What follows belongs to an exercise in optimizing a design on an open flow for small area, a short achievable clock period and few clock cycles; a production flow would make more cautious choices. RTL that was checked went through simulation tests only; none was proved equivalent to the original. Only the layout flow was run in runs 1 to 5; the RTL was not checked for function there.

==> design/flow/design.v <==
module SQRT(
	RST,
	CLK,
	IN_VALID,
	IN,
	OUT_VALID,
	OUT
);
input CLK;
input RST;
input [15:0] IN;
input IN_VALID;
output [11:0] OUT;
output OUT_VALID;
reg [3:0] cnt;       
reg ovalid;
reg [13:0] r;        
reg [11:0] q;        
reg [7:0] x;         
assign OUT_VALID = ovalid;
assign OUT = q;
wire busy  = |cnt;
wire start = IN_VALID & ~busy;
wire last  = (cnt == 4'd9);
function [8:0] sqrt_first;
	input [7:0] v;
	reg [3:0] qq;
	reg [4:0] rr;
	reg [6:0] w;
	integer i;
	begin
		qq = 4'd0;
		rr = 5'd0;
		for (i = 3; i >= 0; i = i - 1) begin
			w = {rr, v[2*i+1], v[2*i]};
			if (w >= {1'b0, qq, 2'b01}) begin
				rr = w - {1'b0, qq, 2'b01};
				qq = {qq, 1'b1};
			end else begin
				rr = w[4:0];
				qq = {qq, 1'b0};
			end
		end
		sqrt_first = {qq, rr};
	end
endfunction
wire [8:0] first = sqrt_first(IN[15:8]);
wire        pos = ~r[13];
wire [15:0] a   = {r, x[7:6]};
wire [15:0] op  = {{2{pos}}, q ^ {12{pos}}, 2'b11};
wire [15:0] sum = a + op;
wire        nb  = ~sum[15];
wire [11:0] qinc = q + 12'd1;
always @(posedge CLK or posedge RST) begin
	if (RST) begin
		cnt <= 4'd0;
		ovalid <= 1'b0;
	end else begin
		cnt <= start ? 4'd1 : (last ? 4'd0 : cnt + {3'd0, busy});
		ovalid <= last;
	end
end
always @(posedge CLK) begin
	if (start) begin
		r <= {9'd0, first[4:0]};
		q <= {8'd0, first[8:5]};
		x <= IN[7:0];
	end else begin
		r <= sum[13:0];
		q <= last ? (nb ? qinc : q) : {q[10:0], nb};
		x <= {x[5:0], 2'b00};
	end
end
endmodule
==> design/flow/flow/run.sh <==
#!/bin/bash
set -euo pipefail
export BUFFER_PORTS_ARGS="-buffer_cell sky130_fd_sc_hd__buf_1"

bash standard.sh synth > standard_synth.log 2>&1

R=orfs/results/$FLOW_PLATFORM/SQRT/base
LIB=$FLOW_HOME/platforms/$FLOW_PLATFORM/lib/sky130_fd_sc_hd__tt_025C_1v80.lib
YOSYS=$(command -v yosys || echo $FLOW_HOME/../tools/install/yosys/bin/yosys)
cp $R/1_2_yosys.v standard_1_2_yosys.v

# sequential and tie cells stay as they are; everything else is re-mapped
SEQ=$(grep -o 'cell *( *"\?sky130_fd_sc_hd__[a-z0-9_]*' $LIB | grep -o 'sky130_fd_sc_hd__[a-z0-9_]*' \
      | grep -E '__(df|edf|sdf|sedf|dlx|dlr|dlclkp|sdlclkp|conb)' | tr '\n' ' ')
DU=$(grep -o 'sky130_fd_sc_hd__\(lpflow\|probe\)[a-z0-9_]*' $LIB | sort -u | sed 's/^/-dont_use /' | tr '\n' ' ')
cat > remap.ys <<EOT
read_liberty -ignore_miss_func $LIB
blackbox $SEQ
read_verilog standard_1_2_yosys.v
hierarchy -top $FLOW_TOP
flatten
rename -hide w:*.*
opt_clean
stat
abc -liberty $LIB -script flow/remap.abc $DU
splitnets
opt_clean -purge
hilomap -singleton -hicell sky130_fd_sc_hd__conb_1 HI -locell sky130_fd_sc_hd__conb_1 LO
insbuf -buf sky130_fd_sc_hd__buf_4 A X
stat -liberty $LIB
write_verilog -noattr -nohex -nodec remapped.v
EOT
$YOSYS -l remap.log remap.ys > /dev/null 2>&1
cp remapped.v $R/1_2_yosys.v

bash standard.sh > standard.log 2>&1
==> design/flow/flow/remap.abc <==
strash; dch; map -D 1600; topo; stime -c; buffer -c; upsize -c; dnsize -c; stime -c
==> design/flow/standard.sh <==
#!/bin/bash
# synth_recipe.tcl (not shown) runs the flow's synth.tcl, then flattens the netlist and writes it again
# the make line also repeats each setting of config.mk as NAME=value (left out here)
make -C /OpenROAD-flow-scripts/flow DESIGN_CONFIG=/design/flow/config.mk WORK_HOME=/design/flow/orfs CLKGATE_MAP_FILE= SYNTH_SCRIPT=/design/flow/synth_recipe.tcl "${@:-finish}"
==> design/flow/config.mk <==
export PLATFORM = sky130hd
export DESIGN_NAME = SQRT
export DESIGN_NICKNAME = SQRT
export VERILOG_FILES = /design/flow/design.v
export SDC_FILE = /design/flow/constraint.sdc
export NUM_CORES = 4
export LEC_CHECK = 0
export CAP_MARGIN = 20
export CORE_MARGIN = 2
export CORE_UTILIZATION = 40
export SETUP_SLACK_MARGIN = 2.3
export SLEW_MARGIN = 20
==> design/flow/constraint.sdc <==
create_clock -name core_clock -period 5.0 [get_ports {CLK}]
set_input_delay 1.0000 -clock core_clock [delete_from_list [all_inputs] [get_ports {CLK}]]
set_output_delay 1.0000 -clock core_clock [all_outputs]
set_load 0.01 [all_outputs]
==> results.toml, run 1 <==
[outcome]
run_status = "complete, no violations"

[sta]
worst_clock_skew_ns = 0.0127
setup_violations = 0
totalNegativeSetupSlack_ns = 0
timing.final.max_slew_violations = 0
fmax_mhz = 362
hold_slack_ns = 0.432
finalWorstPathRequiredPeriod_ns = 2.76
max-slew-margin-rel_pct = 42.8
final-hold-violation-count = 0
post-route-period-util_pct = 55.2
rsz0062_at_grt = "true"
worst_tran_pin_value_ns = 0.855

[die]
num_io_pins = 32
initial_core_util_pct = 41.6
die_w_um = 88.3
die_y_um = 88.3
rows = 30
floorplan.die_area_mm2 = 0.00780
core-area_mm2 = 0.00683

[global_route]
globalRouteTotalUtil_pct = 16.8
number_of_global_route_vias_before_repair = 2333
grt_max_degree = 25
global_route.overflow_total = 0
grt_first_pass_wirelength_mm = 10.4
grt_antenna_before_repair = 0

[finish]
final.fill_count = 698
diodes_inserted = 0
layout_commonest_cell = "sky130_fd_sc_hd__nand2_1"
final_layout_size_suffix_gt1_share_pct = 23.9
layout.core_utilization_pct = 51.7
layout_common_cells = "sky130_fd_sc_hd__nand2_1 (64), sky130_fd_sc_hd__nor2_1 (55), sky130_fd_sc_hd__inv_1 (45)"
finish.net_count = 462
area_growth_syn_to_layout_pct = 24.1

[clock_network]
cts_tree = "done"
cts_root_buffer = "sky130_fd_sc_hd__clkbuf_8"
clock_insertion_delay_worst_skew_ns = 0.31
cts-htree-levels = 2
cts.sinks = 39
cts_inserted_buffers = 5
clock_input_transition_at_the_sequential_cells_of_the_worst_setup_and_hold_paths_ns = 0.09
clockBufferDepth = 2

[worst_setup_path]
critical_path.max_stage_delay_ns = 0.24
worstSetupPathType = "input pin to flop"
worstPathArrival_ns = 2.99
cp-end-kind = "flop"
crit_fanout = 4
timing.critical_path.from_type = "input pin"
critical-path-top-delay-family = "simple AND/OR/NAND/NOR gates"
critical-path-slowest-cell = "sky130_fd_sc_hd__a31oi_4"
critical_path.cell_chain = "buf_12 > inv_16 > nand2_8 > nor2_8 > nor2_4 > o21ai_2 > nand2_2 > nor2_4 > nor2_4 > nand2_2 > nand2_4 > buf_6 > o21ai_2 > nand2_2 > a31oi_4 > buf_4 > a41oi_1 > a22oi_1"
crit_required_ns = 5.23
critical_path.n_buffers_inverters = 4

[detailed_routing]
detail_route.wl_per_cell_um = 12.6
drtPass1Iterations = 5
drt_drc_violations_left = 0
initialDrtViolationCount = 125
postRouteAntennaNets = 0
drt-vias-per-instance = 4.88
route.final.wire_length_mm = 6.79
vias = 2633

[synth]
synth.yosys.warnings = 1
synthesis.area_per_instance_um2 = 7.43
syn-cell-area_mm2 = 0.00285
synthCells = 383
syn-num-nets = 402

[placed_design]
numPortBuffers = 31
place_congestion = 0.810
detailed_place_hpwl_mm = 4.76

[min_path]
hold_path.class = "flop to flop"

[flow_run]
maxCapViolations = 0
metal layers:
metal / vias to the layer above / GRT usage, % / wire [um]
met5: - / 0 / 0
met4: 0 / 5.10 / 72
met2: 40 / 28.8 / 3380
met1: 1198 / 21.6 / 3090
met3: 6 / 2.99 / 248
li1: 1389 / - / -
worst reg2reg max path, stage by stage (launching register included):
cell and delay [ns]:
sky130_fd_sc_hd__edfxtp_1 0.46, sky130_fd_sc_hd__inv_2 0.11, sky130_fd_sc_hd__nand2_2 0.07, sky130_fd_sc_hd__a21oi_2 0.18, sky130_fd_sc_hd__nor3_2 0.07, sky130_fd_sc_hd__nor2_1 0.16, sky130_fd_sc_hd__nor2_1 0.09, sky130_fd_sc_hd__nand2_2 0.11
sky130_fd_sc_hd__a21oi_2 0.09, sky130_fd_sc_hd__o31a_4 0.32, sky130_fd_sc_hd__and2_4 0.16, sky130_fd_sc_hd__or2_4 0.25, sky130_fd_sc_hd__o22ai_1 0.18, sky130_fd_sc_hd__a21oi_2 0.04
cell type report:
type                       count  area, um2  share of cell area [%]
clock buffer                   6       93.8                    2.66
clock inverter                 2       37.5                    1.06
inverter                      54        262                    7.41
multi-input combinational    283       1790                    50.6
sequential                    39        850                    24.1
tap                           96        120                    3.40
timing repair buffer          59        377                    10.7
timing repair inverter         1       5.00                   0.142
state kept, by name, summed over array words and instances (netlist names):
name	count
cnt	4
ovalid	1
q	12
r	14
x	8
what timing repair did:
action	4_1_cts	5_1_grt
pin swaps	2	22
buffers inserted	3	24
setup endpoints to repair	21	23
hold buffers	0	0
cloned	0	1
gates resized for setup	12	27
path summary, 6_finish.rpt:
path | start | end | slack, ns | depth (start not counted)
max | IN[12] | r[3] | 2.24 | 18
min | x[1] | x[3] | 0.43 | 2
max reg2reg | q[0] | q[0] | 2.47 | 13
min reg2reg | x[1] | x[3] | 0.43 | 2
max in group asynchronous | RST | cnt[3] | 4.26 | 2
min in group asynchronous | RST | cnt[0] | 0.57 | 2
through the flow:
step	setup slack [ns]	cells	area, um2
after CTS	2.23	515	3240
after global routing	2.13	540	3530
after global placement	1.63	504	3050
final	2.24	540	3530
after detailed placement	1.55	504	3050
after floorplan	2.28	383	2850
==> inputs of run 2 (changes only) <==
==> design/flow/design.v (replaced) <==
module SQRT(
	RST,
	CLK,
	IN_VALID,
	IN,
	OUT_VALID,
	OUT
);
input CLK;
input RST;
input [15:0] IN;
input IN_VALID;
output [11:0] OUT;
output OUT_VALID;
reg [3:0] cnt;       
reg ovalid;
reg [13:0] r;        
reg [11:0] q;        
reg [9:0] x;         
assign OUT_VALID = ovalid;
assign OUT = q;
wire busy  = |cnt;
wire start = IN_VALID & ~busy;
wire last  = (cnt == 4'd10);
wire [5:0] v = IN[15:10];
wire [7:1] ge;                   
assign ge[1] = v >= 6'd1;
assign ge[2] = v >= 6'd4;
assign ge[3] = v >= 6'd9;
assign ge[4] = v >= 6'd16;
assign ge[5] = v >= 6'd25;
assign ge[6] = v >= 6'd36;
assign ge[7] = v >= 6'd49;
wire [2:0] q3 = {ge[4], ge[2] & ~ge[4] | ge[6], ge[1] & ~ge[2] | ge[3] & ~ge[4] | ge[5] & ~ge[6] | ge[7]};
wire [3:0] r3 = ge[7] ? v - 6'd49 : ge[6] ? v - 6'd36 : ge[5] ? v - 6'd25 : ge[4] ? v - 6'd16 :
                ge[3] ? v - 6'd9 : ge[2] ? v - 6'd4 : ge[1] ? v - 6'd1 : v[3:0];
wire [6:0] first = {q3, r3};
wire        pos = ~r[13];
wire [15:0] a   = {r, x[9:8]};
wire [15:0] op  = {{2{pos}}, q ^ {12{pos}}, 2'b11};
wire [15:0] sum = a + op;
wire        nb  = ~sum[15];
wire [11:0] qinc = q + 12'd1;
always @(posedge CLK or posedge RST) begin
	if (RST) begin
		cnt <= 4'd0;
		ovalid <= 1'b0;
	end else begin
		cnt <= start ? 4'd1 : (last ? 4'd0 : cnt + {3'd0, busy});
		ovalid <= last;
	end
end
always @(posedge CLK) begin
	if (start) begin
		r <= {10'd0, first[3:0]};
		q <= {9'd0, first[6:4]};
		x <= IN[9:0];
	end else begin
		r <= sum[13:0];
		q <= last ? (nb ? qinc : q) : {q[10:0], nb};
		x <= {x[7:0], 2'b00};
	end
end
endmodule
==> run 2 against run 1 <==
- still clean on timing, DRC and antenna
- area after synthesis fell by 14%
- synthesized cell count fell by 8.6%
- clock skew fell by 0.0049 ns
- non-clock buffer count fell by 27
- via count fell by 12%
- worst hold slack improved by 0.0011 ns
- wire length fell by 19%
- critical endpoint is now q[2]
==> results.toml, run 2 <==
[outcome]
run_status = "complete, no violations"

[finish]
final_layout_size_suffix_gt1_share_pct = 8.07
design_area_mm2 = 0.00277
largest-register = "r"
diodes_inserted = 0
multi_input_comb_area_mm2 = 0.00138
layout_commonest_cell = "sky130_fd_sc_hd__nand2_1"
layout_common_cells = "sky130_fd_sc_hd__nand2_1 (72), sky130_fd_sc_hd__nor2_1 (50), sky130_fd_sc_hd__inv_1 (46)"
register_area_um2 = 880
final.fill_count = 612
layout.core_utilization_pct = 46.8
finish.net_count = 402
largest_register_ff_count = 14
area_growth_syn_to_layout_pct = 12.6
largest_registers = "r (14), q (12), x (10)"

[global_route]
grt_antenna_before_repair = 0
globalRouteTotalUtil_pct = 17.5
number_of_global_route_vias_before_repair = 2005
grtUsageMet2_pct = 27.1
use_met1_pct = 24.3
grt_first_pass_wirelength_mm = 8.96
global_route.overflow_total = 0
grt_max_degree = 28
grt-busiest-layer = "met2"
use_met3_pct = 3.26

[detailed_routing]
detail_route.wl_per_cell_um = 11.9
drt-vias-per-instance = 5.02
vias = 2305
drtPass1Iterations = 4
drt_drc_violations_left = 0
route.final.wire_length_mm = 5.47
postRouteAntennaNets = 0
initialDrtViolationCount = 149

[sta]
hold_slack_ns = 0.433
finalWorstPathRequiredPeriod_ns = 2.49
totalNegativeSetupSlack_ns = 0
setup_violations = 0
final-hold-violation-count = 0
post-route-period-util_pct = 49.7
fmax_mhz = 402
worst_clock_skew_ns = 0.00780
worst_tran_pin_value_ns = 0.455
max-slew-margin-rel_pct = 69.6
rsz0062_at_grt = "false"
timing.final.max_slew_violations = 0

[die]
floorplan.die_area_mm2 = 0.00679
initial_core_util_pct = 41.5
core-area_mm2 = 0.00592
rows = 28
num_io_pins = 32
die_w_um = 82.4
die_y_um = 82.4

[worst_setup_path]
critical_path.cell_chain = "buf_1 > nand4_1 > buf_4 > clkinvlp_4 > nor2_1 > inv_1 > o221a_2"
crit_required_ns = 5.06
r2r-end = "q[0]"
timing.reg2reg.worst_path_depth = 12
timing.critical_path.from_type = "input pin"
setup.worst_path.start = "IN_VALID"
critical-path-slowest-cell = "sky130_fd_sc_hd__clkinvlp_4"
worstPathArrival_ns = 2.55
critical-path-top-delay-family = "buffers and inverters"
crit_fanout = 27
r2r_setup_slack_ns = 2.53
endpoint = "q[2]"
critical_path.n_buffers_inverters = 4
worst-path-stages = 7
cp-end-kind = "flop"
critical_path.max_stage_delay_ns = 0.39
reg_to_reg_startpoint = "q[0]"
worstSetupPathType = "input pin to flop"

[placed_design]
dpl_cell_area_mm2 = 0.00265
numPortBuffers = 31
detailed_place_hpwl_mm = 4.17
place_congestion = 0.894

[clock_network]
cts_root_buffer = "sky130_fd_sc_hd__clkbuf_8"
cts.sinks = 41
clock_input_transition_at_the_sequential_cells_of_the_worst_setup_and_hold_paths_ns = 0.09
clock_insertion_delay_worst_skew_ns = 0.30
clockBufferDepth = 2
cts_tree = "done"
cts-htree-levels = 2
post_cts_setup_repair_buffer_count = 0
cts_inserted_buffers = 5

[min_path]
hold_path.class = "flop to flop"

[synth]
synthesis.area_per_instance_um2 = 7.03
syn-num-nets = 369
synth.yosys.warnings = 1
synthCells = 350
syn-cell-area_mm2 = 0.00246

[flow_run]
maxCapViolations = 0
## run 2: through the flow
step                      worst slack [ns]  instances
after floorplan                       2.49        350
after global placement                2.02        451
after detailed placement              2.01        451
after CTS                             2.33        459
after global routing                  2.35        459
final                                 2.51        459
## run 2: repair_timing
action	CTS	global route
resized for setup	1	3
gates cloned	0	0
hold buffers	0	0
endpoints found under the setup margin	13	6
## run 2: worst min-delay path by stage
| stage | startpoint | slack [ns] | end | depth (start not counted) |
|---|---|---|---|---|
| 2_1_floorplan | x[0] | 0.40 | x[2] | 2 |
| 3_3_place_gp | x[6] | 0.41 | x[8] | 2 |
| 3_5_place_dp | x[7] | 0.41 | x[9] | 2 |
| 4_1_cts | x[7] | 0.44 | x[9] | 2 |
| 5_1_grt | x[6] | 0.45 | x[8] | 2 |
| 6_report | x[6] | 0.43 | x[8] | 2 |
## run 2: cell type report
class / instances / area share (%)
Clock inverter: 2 / 1.40
Multi-Input combinational cell: 255 / 49.7
Inverter: 48 / 6.64
Tap cell: 75 / 3.39
Timing Repair Buffer: 32 / 4.47
Sequential cell: 41 / 31.8
Clock buffer: 6 / 2.62
## run 2: worst reg2reg max path, delay by kind of cell (launching register included)
kind / cells / cell delay, ns
DFF: 1 / 0.54
AOI/OAI and AO/OA: 2 / 0.28
and+or+nand+nor: 8 / 0.92
xor gates and xnor gates: 2 / 0.44
## run 2: per-layer routing
layer	vias up	wire length, um	share of wire, %
li1	1215	-	-
met1	1023	2700	49
met2	59	2440	45
met3	8	245	4.5
met4	0	79	1.4
met5	-	0	0
==> inputs of run 3 (changes only) <==
==> design/flow/flow/remap.abc (replaced) <==
strash; dch; map -D 1500; topo; stime -c; buffer -c; upsize -c; dnsize -c; stime -c
==> run 3 against run 2 <==
- still clean on timing, DRC and antenna
- final area up 1.7%
- core utilization grew 0.25 points
- critical endpoint unchanged
- largest cell class unchanged
- highest routed layer unchanged
==> results.toml, run 3 <==
[finish]
register_area_um2 = 880
layout_common_cells = "sky130_fd_sc_hd__nand2_1 (75), sky130_fd_sc_hd__inv_1 (39), sky130_fd_sc_hd__nor2_1 (37)"
diodes_inserted = 0
largest_registers = "r (14), q (12), x (10)"
finish.net_count = 390
multi_input_comb_area_mm2 = 0.00145
layout_commonest_cell = "sky130_fd_sc_hd__nand2_1"
final_layout_size_suffix_gt1_share_pct = 9.41
area_growth_syn_to_layout_pct = 12.5
largest-register = "r"
largest_register_ff_count = 14
final.fill_count = 617

[worst_setup_path]
worstSetupPathType = "flop to flop"
worstPathArrival_ns = 2.43
crit_required_ns = 4.99
setup.worst_path.start = "q[1]"
timing.critical_path.from_type = "flop"
crit_fanout = 5
reg_to_reg_startpoint = "q[1]"
cp-end-kind = "flop"

[synth]
synthCells = 338
synthesis.area_per_instance_um2 = 7.41
syn-cell-area_mm2 = 0.00250
syn-num-nets = 357
synth.yosys.warnings = 1

[sta]
final-hold-violation-count = 0
hold_slack_ns = 0.431
rsz0062_at_grt = "false"
totalNegativeSetupSlack_ns = 0
max-slew-margin-rel_pct = 68.5
finalWorstPathRequiredPeriod_ns = 2.44
worst_clock_skew_ns = 0.00696
fmax_mhz = 410
worst_tran_pin_value_ns = 0.472
post-route-period-util_pct = 48.7
timing.final.max_slew_violations = 0
setup_violations = 0

[detailed_routing]
postRouteAntennaNets = 0
initialDrtViolationCount = 95
drt-vias-per-instance = 5.12
detail_route.wl_per_cell_um = 12.8
route.final.wire_length_mm = 5.70
vias = 2290
drt_drc_violations_left = 0
drtPass1Iterations = 4

[global_route]
grt_max_degree = 25
grt_antenna_before_repair = 0
global_route.overflow_total = 0
globalRouteTotalUtil_pct = 17.7
grt_first_pass_wirelength_mm = 10.1
number_of_global_route_vias_before_repair = 2202

[clock_network]
cts_root_buffer = "sky130_fd_sc_hd__clkbuf_8"
cts_inserted_buffers = 5
cts.sinks = 41
post_cts_setup_repair_buffer_count = 0
clock_insertion_delay_worst_skew_ns = 0.30
clock_input_transition_at_the_sequential_cells_of_the_worst_setup_and_hold_paths_ns = 0.09
cts_tree = "done"
clockBufferDepth = 2
hold_buffers = 0
cts-htree-levels = 2

[die]
die_y_um = 83.1
core-area_mm2 = 0.00599
rows = 28
initial_core_util_pct = 41.8
num_io_pins = 32
die_w_um = 83.1
floorplan.die_area_mm2 = 0.00691

[placed_design]
place_congestion = 0.901
detailed_place_hpwl_mm = 4.24
numPortBuffers = 31

[flow_run]
maxCapViolations = 0

[min_path]
startpoint_of_the_most_critical_hold_path = "x[7]"
hold_path.class = "flop to flop"

[outcome]
run_status = "complete, no violations"
## run 3: final timing paths
| path | to | cells past startpoint | slack (ns) |
|---|---|---|---|
| worst max-delay path | q[2] | 11 | 2.56 |
| worst min-delay path | x[9] | 2 | 0.43 |
| worst max register to register | q[2] | 11 | 2.56 |
| worst min register to register | x[9] | 2 | 0.43 |
| max in group asynchronous | ovalid | 2 | 4.26 |
| min in group asynchronous | cnt[0] | 2 | 0.56 |
## run 3: what timing repair did
action / CTS / global route
gates cloned: 0 / 0
endpoints found under the setup margin: 10 / 4
endpoints found under the hold margin: 0 / 0
resized for setup: 1 / 2
## run 3: per-layer routing
layer	up-vias	share of wire [%]	GRT usage (%)
li1	1191	-	-
met1	1059	48	23.8
met2	36	48	29.3
met3	4	3.2	3.78
met4	0	0.74	3.58
met5	-	0	0
## run 3: per-stage QoR
| step | instance area, um2 | worst slack (ns) | util [%] | cells |
|---|---|---|---|---|
| after CTS | 2810 | 2.41 | 46.9 | 447 |
| after global routing | 2820 | 2.37 | 47.0 | 447 |
| after detailed placement | 2700 | 2.08 | 45.0 | 439 |
| after floorplan | 2500 | 2.38 | - | 338 |
| final | 2820 | 2.56 | 47.0 | 447 |
| after global placement | 2700 | 2.21 | 45.0 | 439 |
## run 3: cell type report
cell class              instances  area share [%]
multi-input cells             251            51.6
flip-flops and latches         41            31.2
inverters                      39            5.20
repair buffers                 33            4.66
well taps                      75            3.33
clock buffers                   5            2.44
clock inverters                 3            1.60
## run 3: worst max-delay path: stages, from the launching register on
cell,delay (ns)
sky130_fd_sc_hd__edfxtp_1,0.55
sky130_fd_sc_hd__xnor2_4,0.22
sky130_fd_sc_hd__xnor2_1,0.15
sky130_fd_sc_hd__a21o_2,0.23
sky130_fd_sc_hd__a21boi_4,0.17
sky130_fd_sc_hd__nor2_4,0.07
sky130_fd_sc_hd__nand2_4,0.08
sky130_fd_sc_hd__a21oi_1,0.07
sky130_fd_sc_hd__nor2_2,0.13
sky130_fd_sc_hd__nand2_2,0.09
sky130_fd_sc_hd__o21ai_2,0.13
sky130_fd_sc_hd__or2_0,0.24
==> inputs of run 4 (changes only) <==
==> design/flow/flow/remap.abc (replaced) <==
strash; dch; map -D 1400; topo; stime -c; buffer -c; upsize -c; dnsize -c; stime -c
==> run 4 against run 3 <==
- area after synthesis is 4.2% higher
- sequential cell count stayed put
- setup slack worse by 0.052 ns
- non-clock buffer count is 1 lower
- first-iteration DRC count is 41% higher
- critical path depth is 4 lower
- count of clock-buffer cells in the layout stayed put
==> results.toml, run 4 <==
[sta]
setup_violations = 0
timing.final.max_slew_violations = 0
finalWorstPathRequiredPeriod_ns = 2.49
max-slew-margin-rel_pct = 65.4
timing.final.ws_setup_ns = 2.51
worst_clock_skew_ns = 0.00631
fmax_mhz = 402
rsz0062_at_grt = "false"
final-hold-violation-count = 0
totalNegativeSetupSlack_ns = 0
hold_slack_ns = 0.431
post-route-period-util_pct = 49.8
worst_tran_pin_value_ns = 0.515

[global_route]
grt_first_pass_wirelength_mm = 10.3
globalRouteTotalUtil_pct = 17.6
grt_max_degree = 26
grt_antenna_before_repair = 0
number_of_global_route_vias_before_repair = 2276
global_route.overflow_total = 0

[worst_setup_path]
worstSetupPathType = "input pin to flop"
cp-end-kind = "flop"
timing.reg2reg.worst_path_depth = 10
timing.critical_path.from_type = "input pin"
worstPathArrival_ns = 2.55
crit_fanout = 25
crit_required_ns = 5.06

[placed_design]
dpl_worst_slack_ns = 1.97
detailed_place_hpwl_mm = 4.43
numPortBuffers = 31
place_congestion = 0.902

[clock_network]
clockBufferDepth = 2
cts_root_buffer = "sky130_fd_sc_hd__clkbuf_8"
cts_tree = "done"
cts-htree-levels = 2
post_cts_setup_repair_buffer_count = 0
clock_insertion_delay_worst_skew_ns = 0.30
cts_inserted_buffers = 5
clock_input_transition_at_the_sequential_cells_of_the_worst_setup_and_hold_paths_ns = 0.09
cts.sinks = 41

[synth]
synthesis.area_per_instance_um2 = 7.27
synthCells = 359
syn-num-nets = 378
synth.yosys.warnings = 1
syn-cell-area_mm2 = 0.00261

[detailed_routing]
detail_route.wl_per_cell_um = 12.8
initialDrtViolationCount = 134
drt-vias-per-instance = 5.21
postRouteAntennaNets = 0
drtPass1Iterations = 4
vias = 2436
drt_drc_violations_left = 0
route.final.wire_length_mm = 5.97

[die]
die_w_um = 84.8
initial_core_util_pct = 41.3
num_io_pins = 32
die_y_um = 84.8
core-area_mm2 = 0.00631
floorplan.die_area_mm2 = 0.00719
rows = 29

[finish]
largest-register = "r"
largest_registers = "r (14), q (12), x (10)"
layout_common_cells = "sky130_fd_sc_hd__nand2_1 (77), sky130_fd_sc_hd__nor2_1 (47), sky130_fd_sc_hd__inv_1 (44)"
finish.net_count = 409
final_layout_size_suffix_gt1_share_pct = 11.5
diodes_inserted = 0
layout_commonest_cell = "sky130_fd_sc_hd__nand2_1"
largest_register_ff_count = 14
area_growth_syn_to_layout_pct = 10.8

[flow_run]
maxCapViolations = 0

[min_path]
hold_path.class = "flop to flop"
hold_depth = 2

[outcome]
run_status = "complete, no violations"
[run 4: area by class of cell]
| class | instances | area, um2 |
|---|---|---|
| inverter | 48 | 184 |
| multi-input combinational | 261 | 1510 |
| timing repair buffer | 32 | 124 |
| tap | 77 | 96.3 |
| timing repair inverter | 1 | 5.00 |
| clock inverter | 3 | 28.8 |
| sequential | 41 | 880 |
| clock buffer | 5 | 68.8 |
| fill | 668 | 3420 |
[run 4: worst paths after layout]
path | startpoint | endpoint | slack [ns]
min in group asynchronous | RST | cnt[2] | 0.56
max in group asynchronous | RST | cnt[3] | 4.26
setup reg to reg | r[13] | q[6] | 2.68
setup / recovery | IN_VALID | q[2] | 2.51
hold reg to reg | x[0] | x[2] | 0.43
hold / removal | x[0] | x[2] | 0.43
[run 4: worst max-delay path, stage by stage]
cell,delay (ns)
sky130_fd_sc_hd__buf_1,0.10
sky130_fd_sc_hd__nand4_1,0.09
sky130_fd_sc_hd__buf_4,0.30
sky130_fd_sc_hd__clkinvlp_4,0.34
sky130_fd_sc_hd__nor2_2,0.30
sky130_fd_sc_hd__inv_1,0.17
sky130_fd_sc_hd__o221a_2,0.25
[run 4: per-layer routing]
layer	wire (um)	track usage, %
met2	2770	29.0
met3	303	2.95
met1	2810	23.6
met4	95	5.48
met5	0	0
[run 4: per-stage QoR]
step	std cells	area [um2]	util, %
global route	468	2890	45.8
detailed placement	459	2780	44.1
finish	468	2890	45.8
global placement	459	2780	44.0
CTS	468	2890	45.7
floorplan	359	2610	-
[run 4: what timing repair did]
action                     4_1_cts  5_1_grt
gates cloned                     1        0
hold buffers                     0        0
pin swaps                        0        0
resized for setup                1        2
setup endpoints to repair        1        7
==> inputs of run 5 (changes only) <==
==> design/flow/design.v (replaced) <==
module SQRT(
	RST,
	CLK,
	IN_VALID,
	IN,
	OUT_VALID,
	OUT
);
input CLK;
input RST;
input [15:0] IN;
input IN_VALID;
output [11:0] OUT;
output OUT_VALID;
reg [3:0] cnt;       
reg ovalid;
reg [13:0] r;        
reg [11:0] q;        
reg [11:0] x;        
reg rb;              
assign OUT_VALID = ovalid;
assign OUT = q;
wire busy  = |cnt;
wire start = IN_VALID & ~busy;
wire lastb = (cnt == 4'd11);    
wire rnd   = (cnt == 4'd12);    
function [4:0] sqrt_first;
	input [3:0] v;
	reg [1:0] qq;
	reg [2:0] rr;
	reg [4:0] w;
	integer i;
	begin
		qq = 2'd0;
		rr = 3'd0;
		for (i = 1; i >= 0; i = i - 1) begin
			w = {rr, v[2*i+1], v[2*i]};
			if (w >= {1'b0, qq, 2'b01}) begin
				rr = w - {1'b0, qq, 2'b01};
				qq = {qq, 1'b1};
			end else begin
				rr = w[2:0];
				qq = {qq, 1'b0};
			end
		end
		sqrt_first = {qq, rr};
	end
endfunction
wire [4:0] first = sqrt_first(IN[15:12]);
wire [1:0] q2 = first[4:3];
wire [2:0] r2 = first[2:0];
wire        pos = ~r[13];
wire [15:0] a   = {r, x[11:10]};
wire [15:0] op  = {{2{pos}}, q ^ {12{pos}}, 2'b11};
wire [15:0] sum = a + op;
wire        nb  = ~sum[15];
always @(posedge CLK or posedge RST) begin
	if (RST) begin
		cnt <= 4'd0;
		ovalid <= 1'b0;
	end else begin
		cnt <= start ? 4'd1 : (rnd ? 4'd0 : cnt + {3'd0, busy});
		ovalid <= rnd;
	end
end
always @(posedge CLK) begin
	if (start) begin
		r <= {11'd0, r2};
		q <= {10'd0, q2};
		x <= IN[11:0];
	end else begin
		r <= sum[13:0];
		q <= rnd ? q + {11'd0, rb} : (lastb ? q : {q[10:0], nb});
		x <= {x[9:0], 2'b00};
	end
	rb <= nb;
end
endmodule
==> design/flow/flow/remap.abc (replaced) <==
strash; dch; map -D 1600; topo; stime -c; buffer -c; upsize -c; dnsize -c; stime -c
==> run 5 against run 4 <==
- still clean
- sequential cell count up 3
- first-iteration DRC count is 40% lower
- register-to-register slack worse by 0.07 ns
- worst hold slack improved by 0.0033 ns
- count of clock-buffer cells in the layout grew 1
- maximum frequency grew 4.0%
- via count is 12% lower
- wire length decreased by 13%
- clock skew is essentially flat
- highest routed layer unchanged
==> results.toml, run 5 <==
[global_route]
number_of_global_route_vias_before_repair = 2016
grt_max_degree = 30
globalRouteTotalUtil_pct = 17.3
grt_first_pass_wirelength_mm = 9.00
grt_antenna_before_repair = 0
global_route.overflow_total = 0

[sta]
setup_violations = 0
worst_tran_pin_value_ns = 0.473
hold_slack_ns = 0.434
fmax_mhz = 418
worst_clock_skew_ns = 0.00644
totalNegativeSetupSlack_ns = 0
post-route-period-util_pct = 47.9
final-hold-violation-count = 0
max-slew-margin-rel_pct = 68.5
rsz0062_at_grt = "false"
timing.final.max_slew_violations = 0
finalWorstPathRequiredPeriod_ns = 2.39

[detailed_routing]
postRouteAntennaNets = 0
vias = 2154
drtPass1Iterations = 4
route.final.wire_length_mm = 5.18
drt_drc_violations_left = 0
detail_route.wl_per_cell_um = 11.4
drt-vias-per-instance = 4.75
initialDrtViolationCount = 81

[clock_network]
cts_root_buffer = "sky130_fd_sc_hd__clkbuf_8"
cts_tree = "done"
hold_buffers = 0
clock_insertion_delay_worst_skew_ns = 0.30
cts.sinks = 44
clockBufferDepth = 2
post_cts.resized_instances = 0
cts-htree-levels = 2
cts_inserted_buffers = 5
clock_input_transition_at_the_sequential_cells_of_the_worst_setup_and_hold_paths_ns = 0.09
post_cts_setup_repair_buffer_count = 0

[placed_design]
place_congestion = 0.796
dpl_cell_area_mm2 = 0.00261
detailed_place_hpwl_mm = 3.87
numPortBuffers = 31

[worst_setup_path]
crit_fanout = 14
critical-path-slowest-cell = "sky130_fd_sc_hd__dfxtp_2"
critical_path.max_stage_delay_ns = 0.64
critical_path.cell_chain = "inv_12 > nand2_4 > nand2_4 > xor2_2 > or2_1 > a21bo_1 > nand2_2 > nand3_2 > and2_4 > nand2_1 > nand2_1 > nor2_1 > o311ai_0"
r2r_setup_slack_ns = 2.61
timing.critical_path.from_type = "flop"
worstSetupPathType = "flop to flop"
cp-end-kind = "flop"
worstPathArrival_ns = 2.55
crit_required_ns = 5.16

[synth]
synthCells = 345
synthesis.area_per_instance_um2 = 7.06
syn-cell-area_mm2 = 0.00244
syn-num-nets = 364
synth.yosys.warnings = 1

[die]
core-area_mm2 = 0.00592
num_io_pins = 32
floorplan.die_area_mm2 = 0.00673
rows = 28
die_w_um = 82.0
initial_core_util_pct = 41.1
die_y_um = 82.0

[min_path]
hold_path.class = "flop to flop"

[finish]
largest_registers = "r (14), q (12), x (12)"
area_growth_syn_to_layout_pct = 11.8
largest-register = "r"
layout_common_cells = "sky130_fd_sc_hd__nand2_1 (63), sky130_fd_sc_hd__nor2_1 (58), sky130_fd_sc_hd__inv_1 (49)"
design_area_mm2 = 0.00272
final_layout_size_suffix_gt1_share_pct = 7.41
finish.net_count = 396
layout_commonest_cell = "sky130_fd_sc_hd__nand2_1"
diodes_inserted = 0
largest_register_ff_count = 14

[outcome]
run_status = "complete, no violations"

[flow_run]
maxCapViolations = 0
-- run 5: per-layer routing --
layer / routed length (um) / vias up / track usage (%)
met1: 2510 / 935 / 21.8
met4: 36 / 0 / 4.50
met3: 253 / 4 / 4.18
li1: - / 1171 / -
met5: 0 / - / 0
met2: 2380 / 44 / 29.6
-- run 5: worst paths after layout --
kind	cells after the start	startpoint	to
min in group asynchronous	2	RST	cnt[1]
worst max-delay path	13	r[13]	r[13]
worst max register to register	13	r[13]	r[13]
max in group asynchronous	2	RST	cnt[0]
worst min-delay path	2	x[4]	x[6]
worst min register to register	2	x[4]	x[6]
-- run 5: through the flow --
step | utilization [%] | worst slack [ns] | std cells
after detailed placement | 44.1 | 2.37 | 445
after floorplan | - | 2.59 | 345
after CTS | 46.0 | 2.33 | 453
after global routing | 46.0 | 2.38 | 453
after global placement | 44.1 | 2.41 | 445
final | 46.0 | 2.61 | 453
-- run 5: final cells by class --
class,count,area [um2]
inverters,53,216
repair buffers,34,139
clock buffers,6,93.8
multi-input cells,239,1240
clock inverters,2,16.3
well taps,75,93.8
fillers,600,3200
flip-flops and latches,44,927
-- run 5: worst max-delay path: cells and delay by family, from the launching register on --
kind            cells  cell delay [ns]
xor+xnor            1             0.14
flops               1             0.64
simple gates        9             0.85
buf+inv             1             0.04
compound gates      2             0.59
==> inputs of run 6 (changes only) <==
==> design/flow/design.v (replaced) <==
module SQRT(
	RST,
	CLK,
	IN_VALID,
	IN,
	OUT_VALID,
	OUT
);
input CLK;
input RST;
input [15:0] IN;
input IN_VALID;
output [11:0] OUT;
output OUT_VALID;
reg [2:0] cnt;       
reg ovalid;
reg [11:0] r;        
reg [11:0] q;        
reg [9:0] x;         
assign OUT_VALID = ovalid;
assign OUT = q;
wire busy  = |cnt;
wire start = IN_VALID & ~busy;
wire last  = (cnt == 3'd5);
function [6:0] sqrt_first;
	input [5:0] v;
	reg [2:0] qq;
	reg [3:0] rr;
	reg [5:0] w;
	integer i;
	begin
		qq = 3'd0;
		rr = 4'd0;
		for (i = 2; i >= 0; i = i - 1) begin
			w = {rr, v[2*i+1], v[2*i]};
			if (w >= {1'b0, qq, 2'b01}) begin
				rr = w - {1'b0, qq, 2'b01};
				qq = {qq, 1'b1};
			end else begin
				rr = w[3:0];
				qq = {qq, 1'b0};
			end
		end
		sqrt_first = {qq, rr};
	end
endfunction
wire [6:0] first = sqrt_first(IN[15:10]);
wire [15:0] w  = {r, x[9:6]};
wire [16:0] s1 = {1'b0, w} - {2'b00, q[10:0], 3'b001};
wire [16:0] s2 = {1'b0, w} - {1'b0, q[10:0], 4'b0100};
wire [16:0] s3 = {1'b0, w} - ({1'b0, q[10:0], 4'b0000} + {2'b00, q[10:0], 3'b000} + 17'd9);
wire ge1 = ~s1[16];
wire ge2 = ~s2[16];
wire ge3 = ~s3[16];
wire [1:0] d = {ge2, ge3 | (ge1 & ~ge2)};
wire [11:0] rn = ge3 ? s3[11:0] : ge2 ? s2[11:0] : ge1 ? s1[11:0] : w[11:0];
wire [11:0] qa = {q[10:0], 1'b0};
wire [11:0] qb = {q[10:0], 1'b1};
wire [11:0] qc = {q[10:0] + 11'd1, 1'b0};
wire [11:0] qround = ge3 ? qc : ge1 ? qb : qa;
always @(posedge CLK or posedge RST) begin
	if (RST) begin
		cnt <= 3'd0;
		ovalid <= 1'b0;
	end else begin
		cnt <= start ? 3'd1 : (last ? 3'd0 : cnt + {2'd0, busy});
		ovalid <= last;
	end
end
always @(posedge CLK) begin
	if (start) begin
		r <= {8'd0, first[3:0]};
		q <= {9'd0, first[6:4]};
		x <= 10'd0 | ({IN[9:0]} << 0);
	end else begin
		r <= rn;
		q <= last ? qround : {q[9:0], d};
		x <= x << 4;
	end
end
endmodule
==> design/flow/flow/remap.abc (replaced) <==
strash; dch; map -D 1800; topo; stime -c; buffer -c; upsize -c; dnsize -c; stime -c
--- a/design/flow/config.mk
+++ b/design/flow/config.mk
@@ -8,5 +8,5 @@
 export CAP_MARGIN = 20
 export CORE_MARGIN = 2
 export CORE_UTILIZATION = 40
-export SETUP_SLACK_MARGIN = 2.3
+export SETUP_SLACK_MARGIN = 1.7
 export SLEW_MARGIN = 20
==> run 6 against run 5 <==
- wire length grew 83%
- non-clock buffer count down 1
- synthesized cell count rose by 60%
- clock skew down 0.0032 ns
- die area grew 40%
- first-iteration DRC count grew 110%
- sequential cell count fell by 6
- global-route usage grew 3.0 points
- core utilization fell by 0.42 points
- via count rose by 69%
- critical path depth is 1 higher
- count of clock-buffer cells in the layout did not move
==> results.toml, run 6 <==
[clock_network]
clock_insertion_delay_worst_skew_ns = 0.29
cts_tree = "done"
cts_root_buffer = "sky130_fd_sc_hd__clkbuf_8"
hold_buffers = 0
cts-htree-levels = 2
post_cts.resized_instances = 0
clockBufferDepth = 2
post_cts_setup_repair_buffer_count = 0
cts_inserted_buffers = 5
cts.sinks = 38
clock_input_transition_at_the_sequential_cells_of_the_worst_setup_and_hold_paths_ns = 0.07

[die]
rows = 33
num_io_pins = 32
core-area_mm2 = 0.00830
die_w_um = 96.9
floorplan.die_area_mm2 = 0.00939
initial_core_util_pct = 41.6
die_y_um = 96.9

[global_route]
grt_antenna_before_repair = 0
globalRouteTotalUtil_pct = 20.3
number_of_global_route_vias_before_repair = 3406
grt_max_degree = 16
grt_first_pass_wirelength_mm = 15.9
global_route.overflow_total = 0

[synth]
syn-num-nets = 570
synthCells = 551
syn-cell-area_mm2 = 0.00345
synthesis.area_per_instance_um2 = 6.27
synth.yosys.warnings = 1

[sta]
worst_clock_skew_ns = 0.00327
rsz0062_at_grt = "false"
worst_tran_pin_value_ns = 0.863
timing.final.max_slew_violations = 0
post-route-period-util_pct = 59.4
totalNegativeSetupSlack_ns = 0
fmax_mhz = 337
final-hold-violation-count = 0
max-slew-margin-rel_pct = 42.1
setup_violations = 0
finalWorstPathRequiredPeriod_ns = 2.97

[detailed_routing]
drtPass1Iterations = 5
detail_route.wl_per_cell_um = 13.7
postRouteAntennaNets = 0
drt-vias-per-instance = 5.25
route.final.wire_length_mm = 9.47
initialDrtViolationCount = 173
vias = 3633
drt_drc_violations_left = 0

[placed_design]
numPortBuffers = 31
place_congestion = 0.890
detailed_place_hpwl_mm = 7.42

[outcome]
run_status = "complete, no violations"

[worst_setup_path]
critical-path-top-delay-family = "compound AO/OA/AOI/OAI gates"
crit_fanout = 7
cp-end-kind = "flop"
worstPathArrival_ns = 3.19
critical_path.cell_chain = "buf_1 > nor2_1 > a21oi_1 > inv_1 > o21ai_2 > xor2_1 > o21ai_0 > inv_1 > nor2_1 > inv_1 > or2_2 > o21ai_0 > a21oi_1 > a21oi_1"
worstSetupPathType = "input pin to flop"
worst-path-stages = 14
critical_path.n_buffers_inverters = 4
crit_required_ns = 5.22
timing.reg2reg.worst_path_depth = 15
critical-path-slowest-cell = "sky130_fd_sc_hd__or2_2"
critical_path.max_stage_delay_ns = 0.30
timing.critical_path.from_type = "input pin"

[finish]
finish.net_count = 605
area_growth_syn_to_layout_pct = 9.60
layout.core_utilization_pct = 45.6
largest_registers = "q (12), r (12), x (10)"
diodes_inserted = 0
final_layout_size_suffix_gt1_share_pct = 12.4
layout_commonest_cell = "sky130_fd_sc_hd__nand2_1"
layout_common_cells = "sky130_fd_sc_hd__nand2_1 (108), sky130_fd_sc_hd__nor2_1 (89), sky130_fd_sc_hd__inv_1 (57)"

[min_path]
hold_path.class = "flop to flop"
hold_depth = 2

[flow_run]
maxCapViolations = 0
run 6: final timing paths:
| check | start | end | slack (ns) |
|---|---|---|---|
| max in group asynchronous | RST | cnt[1] | 4.30 |
| setup reg to reg | q[0] | r[11] | 2.03 |
| min in group asynchronous | RST | cnt[0] | 0.55 |
| hold / removal | x[2] | x[6] | 0.42 |
| hold reg to reg | x[2] | x[6] | 0.42 |
| setup / recovery | IN[12] | r[1] | 2.03 |
run 6: stage by stage:
step	hold WS [ns]	setup WS, ns	cells	instance area, um2
finish	0.424	2.03	692	3780
detailed placement	0.413	1.65	684	3680
global route	0.449	1.73	692	3780
global placement	0.404	1.90	684	3680
floorplan	0.396	2.27	551	3450
CTS	0.432	1.97	692	3780
run 6: tightest hold or removal path, delay by kind of cell (launching register included):
family | cells | cell delay [ns]
AND/OR/NAND/NOR | 2 | 0.09
flip-flops | 1 | 0.31
run 6: layout make-up:
cell class | count | area [um2]
multi-input combinational | 425 | 2310
inverter | 83 | 337
clock buffer | 6 | 82.6
sequential | 38 | 781
tap | 105 | 131
timing repair buffer | 33 | 131
clock inverter | 2 | 12.5
fill | 871 | 4520
run 6: layer usage:
metal	track usage, %	part of all wire [%]	vias to the layer above
met3	2.89	4.4	20
met4	7.58	2.2	0
met2	34.2	48	85
li1	-	-	1889
met5	0	0	-
met1	26.3	45	1639
Testbench counts of run 6, summed over its fixed seeds: cycles 24,008.
==> inputs of run 7 (changes only) <==
--- a/design/flow/config.mk
+++ b/design/flow/config.mk
@@ -8,5 +8,5 @@
 export CAP_MARGIN = 20
 export CORE_MARGIN = 2
 export CORE_UTILIZATION = 40
-export SETUP_SLACK_MARGIN = 1.7
+export SETUP_SLACK_MARGIN = 2.15
 export SLEW_MARGIN = 20
==> run 7 against run 6 <==
- clock skew down 0.00061 ns
- setup slack better by 0.19 ns
- still clean on timing, DRC and antenna
- worst hold slack about the same
==> results.toml, run 7 <==
[finish]
final.fill_count = 859
largest_registers = "q (12), r (12), x (10)"
finish.net_count = 615
diodes_inserted = 0
area_growth_syn_to_layout_pct = 14.2
layout_commonest_cell = "sky130_fd_sc_hd__nand2_1"
final_layout_size_suffix_gt1_share_pct = 17.8
layout_common_cells = "sky130_fd_sc_hd__nand2_1 (108), sky130_fd_sc_hd__nor2_1 (85), sky130_fd_sc_hd__inv_1 (56)"

[global_route]
grt_antenna_before_repair = 0
use_met1_pct = 26.6
globalRouteTotalUtil_pct = 20.4
global_route.overflow_total = 0
grt-busiest-layer = "met2"
grt_first_pass_wirelength_mm = 16.0
number_of_global_route_vias_before_repair = 3406
grtUsageMet2_pct = 34.8
grt_max_degree = 16
use_met3_pct = 2.38

[die]
floorplan.die_area_mm2 = 0.00939
initial_core_util_pct = 41.6
rows = 33
die_w_um = 96.9
die_y_um = 96.9
num_io_pins = 32
core-area_mm2 = 0.00830

[sta]
rsz0062_at_grt = "true"
worst_tran_pin_value_ns = 0.917
worst_clock_skew_ns = 0.00266
post-route-period-util_pct = 55.7
final-hold-violation-count = 0
timing.final.max_slew_violations = 0
fmax_mhz = 359
max-slew-margin-rel_pct = 38.5
totalNegativeSetupSlack_ns = 0
setup_violations = 0
hold_slack_ns = 0.424
finalWorstPathRequiredPeriod_ns = 2.78

[detailed_routing]
detail_route.wl_per_cell_um = 13.8
postRouteAntennaNets = 0
route.final.wire_length_mm = 9.71
drt_drc_violations_left = 0
drtPass1Iterations = 5
initialDrtViolationCount = 155
vias = 3722
drt-vias-per-instance = 5.30

[worst_setup_path]
worstPathArrival_ns = 3.00
r2r-end = "r[3]"
timing.critical_path.from_type = "input pin"
timing.reg2reg.worst_path_depth = 16
cp-end-kind = "flop"
endpoint = "r[1]"
worstSetupPathType = "input pin to flop"
r2r_setup_slack_ns = 2.35
setup.worst_path.start = "IN[12]"
crit_required_ns = 5.22
crit_fanout = 7
reg_to_reg_startpoint = "q[3]"

[synth]
syn-cell-area_mm2 = 0.00345
synthesis.area_per_instance_um2 = 6.27
synthCells = 551
synth.yosys.warnings = 1
syn-num-nets = 570

[clock_network]
cts-htree-levels = 2
clock_input_transition_at_the_sequential_cells_of_the_worst_setup_and_hold_paths_ns = 0.07
cts_root_buffer = "sky130_fd_sc_hd__clkbuf_8"
clockBufferDepth = 2
cts_tree = "done"
cts.sinks = 38
cts_inserted_buffers = 5
clock_insertion_delay_worst_skew_ns = 0.29

[placed_design]
place_congestion = 0.890
detailed_place_hpwl_mm = 7.42
numPortBuffers = 31

[flow_run]
maxCapViolations = 0

[min_path]
hold_path.class = "flop to flop"

[outcome]
run_status = "complete, no violations"
[run 7: final cells by class]
type | count | area [um2] | area share [%]
Clock buffer | 6 | 82.6 | 2.10
Timing Repair Buffer | 43 | 208 | 5.27
Sequential cell | 38 | 808 | 20.5
Clock inverter | 2 | 12.5 | 0.317
Tap cell | 105 | 131 | 3.33
Multi-Input combinational cell | 425 | 2360 | 59.9
Inverter | 83 | 339 | 8.60
[run 7: critical path, stage by stage]
cell,delay [ns]
sky130_fd_sc_hd__clkbuf_2,0.14
sky130_fd_sc_hd__nor2_1,0.09
sky130_fd_sc_hd__a21oi_2,0.21
sky130_fd_sc_hd__inv_2,0.08
sky130_fd_sc_hd__o21ai_4,0.19
sky130_fd_sc_hd__xor2_2,0.12
sky130_fd_sc_hd__o21ai_1,0.23
sky130_fd_sc_hd__inv_1,0.07
sky130_fd_sc_hd__nor2_1,0.14
sky130_fd_sc_hd__inv_1,0.10
sky130_fd_sc_hd__or2_2,0.30
sky130_fd_sc_hd__o21ai_0,0.15
sky130_fd_sc_hd__a21oi_1,0.06
sky130_fd_sc_hd__a21oi_1,0.11
[run 7: how the worst min path moves through the flow]
stage | start | to | slack, ns | depth (start not counted)
final | x[2] | x[6] | 0.42 | 2
after global routing | x[3] | x[7] | 0.45 | 2
after CTS | x[2] | x[6] | 0.43 | 2
after detailed placement | x[2] | x[6] | 0.41 | 2
after global placement | x[3] | x[7] | 0.40 | 2
after floorplan | x[0] | x[4] | 0.40 | 2
[run 7: per-layer routing]
| layer | share of wire [%] | vias up |
|---|---|---|
| li1 | - | 1911 |
| met5 | 0 | - |
| met1 | 44 | 1677 |
| met4 | 2.2 | 0 |
| met3 | 5.5 | 19 |
| met2 | 49 | 115 |
[run 7: through the flow]
stage | instances | setup WS [ns] | util, % | cell area [um2]
after floorplan | 551 | 2.27 | - | 3450
after global placement | 684 | 1.90 | 44.4 | 3680
after detailed placement | 684 | 1.65 | 44.4 | 3680
after CTS | 695 | 2.12 | 45.9 | 3810
after global routing | 702 | 2.01 | 47.5 | 3940
final | 702 | 2.22 | 47.5 | 3940
[run 7: timing repair]
item	CTS	global route
buffers inserted	3	7
pin swaps	1	5
hold buffers	0	0
gates cloned	0	0
gates resized for setup	7	28
endpoints found under the setup margin	11	22
==> inputs of run 8 (changes only) <==
--- a/design/flow/config.mk
+++ b/design/flow/config.mk
@@ -8,5 +8,5 @@
 export CAP_MARGIN = 20
 export CORE_MARGIN = 2
 export CORE_UTILIZATION = 40
-export SETUP_SLACK_MARGIN = 2.15
+export SETUP_SLACK_MARGIN = 2.3
 export SLEW_MARGIN = 20
==> run 8 against run 7 <==
- clock skew increased by 0.0084 ns
- core utilization rose by 3.5 points
- largest cell class unchanged
- maximum frequency grew 6.4%
- still clean on timing, DRC and antenna
==> results.toml, run 8 <==
[outcome]
run_status = "complete, no violations"

[worst_setup_path]
timing.critical_path.from_type = "flop"
cp-end-kind = "flop"
r2r_setup_slack_ns = 2.38
r2r-end = "r[0]"
reg_to_reg_startpoint = "q[0]"
worstSetupPathType = "flop to flop"
crit_fanout = 8
worstPathArrival_ns = 2.82
timing.reg2reg.worst_path_depth = 17
crit_required_ns = 5.20

[die]
initial_core_util_pct = 41.6
rows = 33
num_io_pins = 32
die_y_um = 96.9
floorplan.die_area_mm2 = 0.00939
die_w_um = 96.9
core-area_mm2 = 0.00830

[finish]
final_layout_size_suffix_gt1_share_pct = 24.9
final.fill_count = 862
register_area_um2 = 816
area_growth_syn_to_layout_pct = 22.7
layout_common_cells = "sky130_fd_sc_hd__nand2_1 (107), sky130_fd_sc_hd__nor2_1 (76), sky130_fd_sc_hd__inv_1 (55)"
largest_registers = "q (12), r (12), x (10)"
finish.net_count = 632
diodes_inserted = 0
layout_commonest_cell = "sky130_fd_sc_hd__nand2_1"
multi_input_comb_area_mm2 = 0.00248

[detailed_routing]
detail_route.wl_per_cell_um = 14.3
drtPass1Iterations = 5
postRouteAntennaNets = 0
drt_drc_violations_left = 0
initialDrtViolationCount = 182
vias = 3923
route.final.wire_length_mm = 10.2
drt-vias-per-instance = 5.46

[min_path]
hold_depth = 2
hold_path.class = "flop to flop"
hold-path-endpoint = "x[6]"
startpoint_of_the_most_critical_hold_path = "x[2]"

[placed_design]
place_congestion = 0.907
detailed_place_hpwl_mm = 7.38
numPortBuffers = 31
dpl_worst_slack_ns = 1.85

[synth]
synthCells = 551
syn-cell-area_mm2 = 0.00345
synth.yosys.warnings = 1
syn-num-nets = 570
synthesis.area_per_instance_um2 = 6.27

[clock_network]
cts_root_buffer = "sky130_fd_sc_hd__clkbuf_8"
clock_insertion_delay_worst_skew_ns = 0.30
cts.sinks = 38
clock_input_transition_at_the_sequential_cells_of_the_worst_setup_and_hold_paths_ns = 0.09
clockBufferDepth = 2
cts-htree-levels = 2
cts_tree = "done"
cts_inserted_buffers = 5

[sta]
final-hold-violation-count = 0
worst_clock_skew_ns = 0.0111
post-route-period-util_pct = 52.3
hold_slack_ns = 0.422
max-slew-margin-rel_pct = 57.0
worst_tran_pin_value_ns = 0.643
timing.final.ws_setup_ns = 2.38
setup_violations = 0
finalWorstPathRequiredPeriod_ns = 2.62
fmax_mhz = 382
rsz0062_at_grt = "true"
totalNegativeSetupSlack_ns = 0
timing.final.max_slew_violations = 0

[global_route]
globalRouteTotalUtil_pct = 20.4
number_of_global_route_vias_before_repair = 3559
grt_first_pass_wirelength_mm = 16.1
grt_max_degree = 16
global_route.overflow_total = 0
grt_antenna_before_repair = 0

[flow_run]
maxCapViolations = 0
## run 8: cell count changes in the layout (fill, tap and decap cells not counted), sizes merged
cell,previous run,this run
buf,42,59
clkinv,2,3
clkinvlp,1,0
## run 8: layer usage
metal | track usage, % | share of wire [%]
met5 | 0 | 0
met4 | 5.85 | 1.3
met3 | 3.47 | 4.5
met2 | 35.6 | 50
met1 | 25.8 | 45
## run 8: final cells by class
| class | instances | share of cell area [%] |
|---|---|---|
| Clock buffer | 6 | 1.71 |
| Multi-Input combinational cell | 425 | 58.5 |
| Sequential cell | 38 | 19.3 |
| Inverter | 83 | 8.07 |
| Tap cell | 105 | 3.10 |
| Timing Repair Buffer | 60 | 9.13 |
| Clock inverter | 2 | 0.236 |
## run 8: how the worst max path moves through the flow
stage,from,endpoint,depth (start not counted)
2_1_floorplan,IN[14],r[1],14
3_3_place_gp,IN[12],r[1],14
3_5_place_dp,IN[12],r[1],14
4_1_cts,IN[12],r[1],14
5_1_grt,IN[14],r[1],15
6_report,q[0],r[0],17
## run 8: stage by stage
step           util, %  area (um2)  cells
2_1_floorplan        -        3460    551
3_3_place_gp      44.4        3690    684
3_5_place_dp      44.4        3690    684
4_1_cts           46.7        3880    700
5_1_grt           51.0        4240    719
6_report          51.0        4240    719
## run 8: what timing repair did
action | 4_1_cts | 5_1_grt
resized for setup | 16 | 61
setup buffers | 8 | 19
gates cloned | 0 | 0
hold buffers | 0 | 0
setup endpoints to repair | 24 | 24
pin swaps | 3 | 23
## run 8: critical path, stage by stage (launching register included)
cell                      delay (ns)
sky130_fd_sc_hd__dfxtp_4        0.40
sky130_fd_sc_hd__inv_6          0.09
sky130_fd_sc_hd__nand2_1        0.06
sky130_fd_sc_hd__nand2_1        0.09
sky130_fd_sc_hd__o21a_1         0.20
sky130_fd_sc_hd__nor2_2         0.06
sky130_fd_sc_hd__a31oi_1        0.20
sky130_fd_sc_hd__o31ai_2        0.11
sky130_fd_sc_hd__a21oi_2        0.18
sky130_fd_sc_hd__nor2_1         0.08
sky130_fd_sc_hd__nor2_2         0.15
sky130_fd_sc_hd__inv_2          0.07
sky130_fd_sc_hd__a21oi_4        0.17
sky130_fd_sc_hd__buf_12         0.15
sky130_fd_sc_hd__inv_4          0.06
sky130_fd_sc_hd__o21ai_2        0.18
sky130_fd_sc_hd__nand2_1        0.09
sky130_fd_sc_hd__a32oi_1        0.17
==> inputs of run 9 (changes only) <==
--- a/design/flow/config.mk
+++ b/design/flow/config.mk
@@ -7,6 +7,6 @@
 export LEC_CHECK = 0
 export CAP_MARGIN = 20
 export CORE_MARGIN = 2
-export CORE_UTILIZATION = 40
-export SETUP_SLACK_MARGIN = 2.3
+export CORE_UTILIZATION = 50
+export SETUP_SLACK_MARGIN = 2.0
 export SLEW_MARGIN = 20
==> run 9 against run 8 <==
- still clean
- via count is 6.2% lower
- count of clock-buffer cells in the layout is the same
==> results.toml, run 9 <==
[outcome]
run_status = "complete, no violations"

[clock_network]
clock_insertion_delay_worst_skew_ns = 0.28
cts_tree = "done"
clockBufferDepth = 2
hold_buffers = 0
cts.sinks = 38
cts_inserted_buffers = 5
clock_input_transition_at_the_sequential_cells_of_the_worst_setup_and_hold_paths_ns = 0.08
cts_root_buffer = "sky130_fd_sc_hd__clkbuf_8"
cts-htree-levels = 2

[detailed_routing]
drt-vias-per-instance = 5.47
initialDrtViolationCount = 237
drtPass1Iterations = 4
route.final.wire_length_mm = 9.34
detail_route.wl_per_cell_um = 13.9
drt_drc_violations_left = 0
vias = 3679
postRouteAntennaNets = 0

[placed_design]
dpl_worst_slack_ns = 1.71
detailed_place_hpwl_mm = 7.17
place_congestion = 0.900
dp_cells = 659
numPortBuffers = 31

[min_path]
startpoint_of_the_most_critical_hold_path = "x[4]"
hold_path.class = "flop to flop"
hold-path-endpoint = "x[8]"
hold_depth = 2

[worst_setup_path]
worstSetupPathType = "flop to flop"
crit_required_ns = 5.17
r2r_setup_slack_ns = 2.21
cp-end-kind = "flop"
reg_to_reg_startpoint = "r[0]"
r2r-end = "r[8]"
crit_fanout = 9
worstPathArrival_ns = 2.95
setup.worst_path.start = "r[0]"
timing.critical_path.from_type = "flop"
timing.reg2reg.worst_path_depth = 14

[finish]
final_layout_size_suffix_gt1_share_pct = 14.9
layout_common_cells = "sky130_fd_sc_hd__nand2_1 (108), sky130_fd_sc_hd__nor2_1 (89), sky130_fd_sc_hd__inv_1 (57)"
diodes_inserted = 0
area_growth_syn_to_layout_pct = 10.6
finish.net_count = 610
largest_registers = "q (12), r (12), x (10)"
layout_commonest_cell = "sky130_fd_sc_hd__nand2_1"
fin_cells = 672
layout.core_utilization_pct = 56.8

[die]
initial_core_util_pct = 51.4
die_w_um = 87.1
die_y_um = 87.1
rows = 30
num_io_pins = 32
core-area_mm2 = 0.00672
floorplan.die_area_mm2 = 0.00758

[synth]
synth.yosys.warnings = 1
synthCells = 551
syn-cell-area_mm2 = 0.00345
syn-num-nets = 570
synthesis.area_per_instance_um2 = 6.27

[sta]
max-slew-margin-rel_pct = 61.0
fmax_mhz = 359
post-route-period-util_pct = 55.8
totalNegativeSetupSlack_ns = 0
rsz0062_at_grt = "false"
worst_tran_pin_value_ns = 0.579
setup_violations = 0
timing.final.ws_setup_ns = 2.21
worst_clock_skew_ns = 0.00732
finalWorstPathRequiredPeriod_ns = 2.79
timing.final.max_slew_violations = 0
final-hold-violation-count = 0

[flow_run]
maxCapViolations = 0

[global_route]
grt_antenna_before_repair = 0
global_route.overflow_total = 0
grt_max_degree = 20
number_of_global_route_vias_before_repair = 3326
globalRouteTotalUtil_pct = 25.7
grt_first_pass_wirelength_mm = 15.5
## run 9: worst max-delay path by stage
stage | to | slack [ns]
floorplan | r[1] | 2.27
global placement | r[1] | 1.89
detailed placement | r[1] | 1.71
CTS | r[9] | 2.04
global route | q[4] | 2.03
finish | r[8] | 2.21
## run 9: metrics by stage
stage          hold WS [ns]  cell area (um2)
6_report              0.426             3820
3_5_place_dp          0.417             3650
2_1_floorplan         0.396             3450
4_1_cts               0.432             3750
5_1_grt               0.446             3820
3_3_place_gp          0.407             3650
## run 9: worst max-delay path, stage by stage, from the launching register on
cell and delay [ns]:
sky130_fd_sc_hd__dfxtp_1 0.53, sky130_fd_sc_hd__nand2_1 0.12, sky130_fd_sc_hd__nand2_1 0.10, sky130_fd_sc_hd__o21a_1 0.15
sky130_fd_sc_hd__nor2_1 0.07, sky130_fd_sc_hd__a31oi_1 0.16, sky130_fd_sc_hd__o31ai_1 0.14, sky130_fd_sc_hd__a21oi_1 0.20
sky130_fd_sc_hd__nor2_1 0.09, sky130_fd_sc_hd__nor2_2 0.15, sky130_fd_sc_hd__inv_2 0.07, sky130_fd_sc_hd__a21oi_4 0.21
sky130_fd_sc_hd__buf_4 0.21, sky130_fd_sc_hd__o211ai_1 0.11, sky130_fd_sc_hd__a221oi_1 0.35
## run 9: what timing repair did
action                                 in CTS  in global routing
gates cloned                                0                  0
endpoints found under the hold margin       0                  0
resized for setup                           1                 11
pin swaps                                   0                  2
setup endpoints to repair                   1                 17
setup buffers                               0                  5
## run 9: layout make-up
type / count / area [um2]
fillers: 698 / 2900
clock inverters: 2 / 12.5
repair buffers: 38 / 183
multi-input cells: 425 / 2310
well taps: 80 / 100
flip-flops and latches: 38 / 791
inverters: 83 / 337
clock buffers: 6 / 82.6
## run 9: routing by layer
metal	share of wire, %	up-vias	track usage, %
met5	0	-	0
met4	1.4	0	6.01
met3	4.5	12	3.13
met2	50	68	45.0
met1	44	1688	33.5
li1	-	1911	-

==> afterwards: timing with drivers on the ports <==
Ports are ideal in the flow. The routed layouts listed here were re-timed in OpenROAD.
Step 1 sets driving cells, clkbuf_16 on the clock port and buf_2 on the other inputs (assumed; they add their load-dependent delay and slew).
Step 2 adds t to the input delays and takes it off the output delays; t is the mean of the earliest and latest rising clock arrival at the registers after step 1. Input paths then give back, and output paths get back, about the clock's delay inside the block.
a / b / c = ideal / step 1 / step 2; a / b = the first two.
| run | t, ns | slack for setup (ns) | hold slack, ns | clock arrival spread, ns | pins driven straight from the clock port |
|---|---|---|---|---|---|
| run 1 | 0.330 | 2.240 / 2.222 / 1.892 | 0.432 / 0.432 / 0.432 | 0.012 / 0.013 | 1 |
| run 2 | 0.325 | 2.513 / 2.522 / 2.197 | 0.433 / 0.433 / 0.433 | 0.008 / 0.008 | 1 |
| run 3 | 0.326 | 2.563 / 2.563 / 2.308 | 0.431 / 0.431 / 0.431 | 0.007 / 0.007 | 1 |
| run 4 | 0.323 | 2.511 / 2.520 / 2.197 | 0.431 / 0.431 / 0.431 | 0.006 / 0.006 | 1 |
| run 5 | 0.325 | 2.606 / 2.606 / 2.606 | 0.434 / 0.434 / 0.434 | 0.007 / 0.006 | 1 |
| run 6 | 0.315 | 2.031 / 2.035 / 1.723 | 0.424 / 0.424 / 0.424 | 0.003 / 0.003 | 1 |
| run 7 | 0.315 | 2.216 / 2.224 / 1.909 | 0.424 / 0.424 / 0.424 | 0.003 / 0.002 | 1 |
| run 8 | 0.319 | 2.383 / 2.383 / 2.099 | 0.422 / 0.422 / 0.422 | 0.011 / 0.011 | 1 |
| run 9 | 0.304 | 2.211 / 2.211 / 1.999 | 0.426 / 0.426 / 0.426 | 0.007 / 0.007 | 1 |
After both steps every run listed still meets setup and hold. For run 1, which loses most, drivers alone change the setup slack by -0.018 ns; drivers and shift together by -0.348 ns.
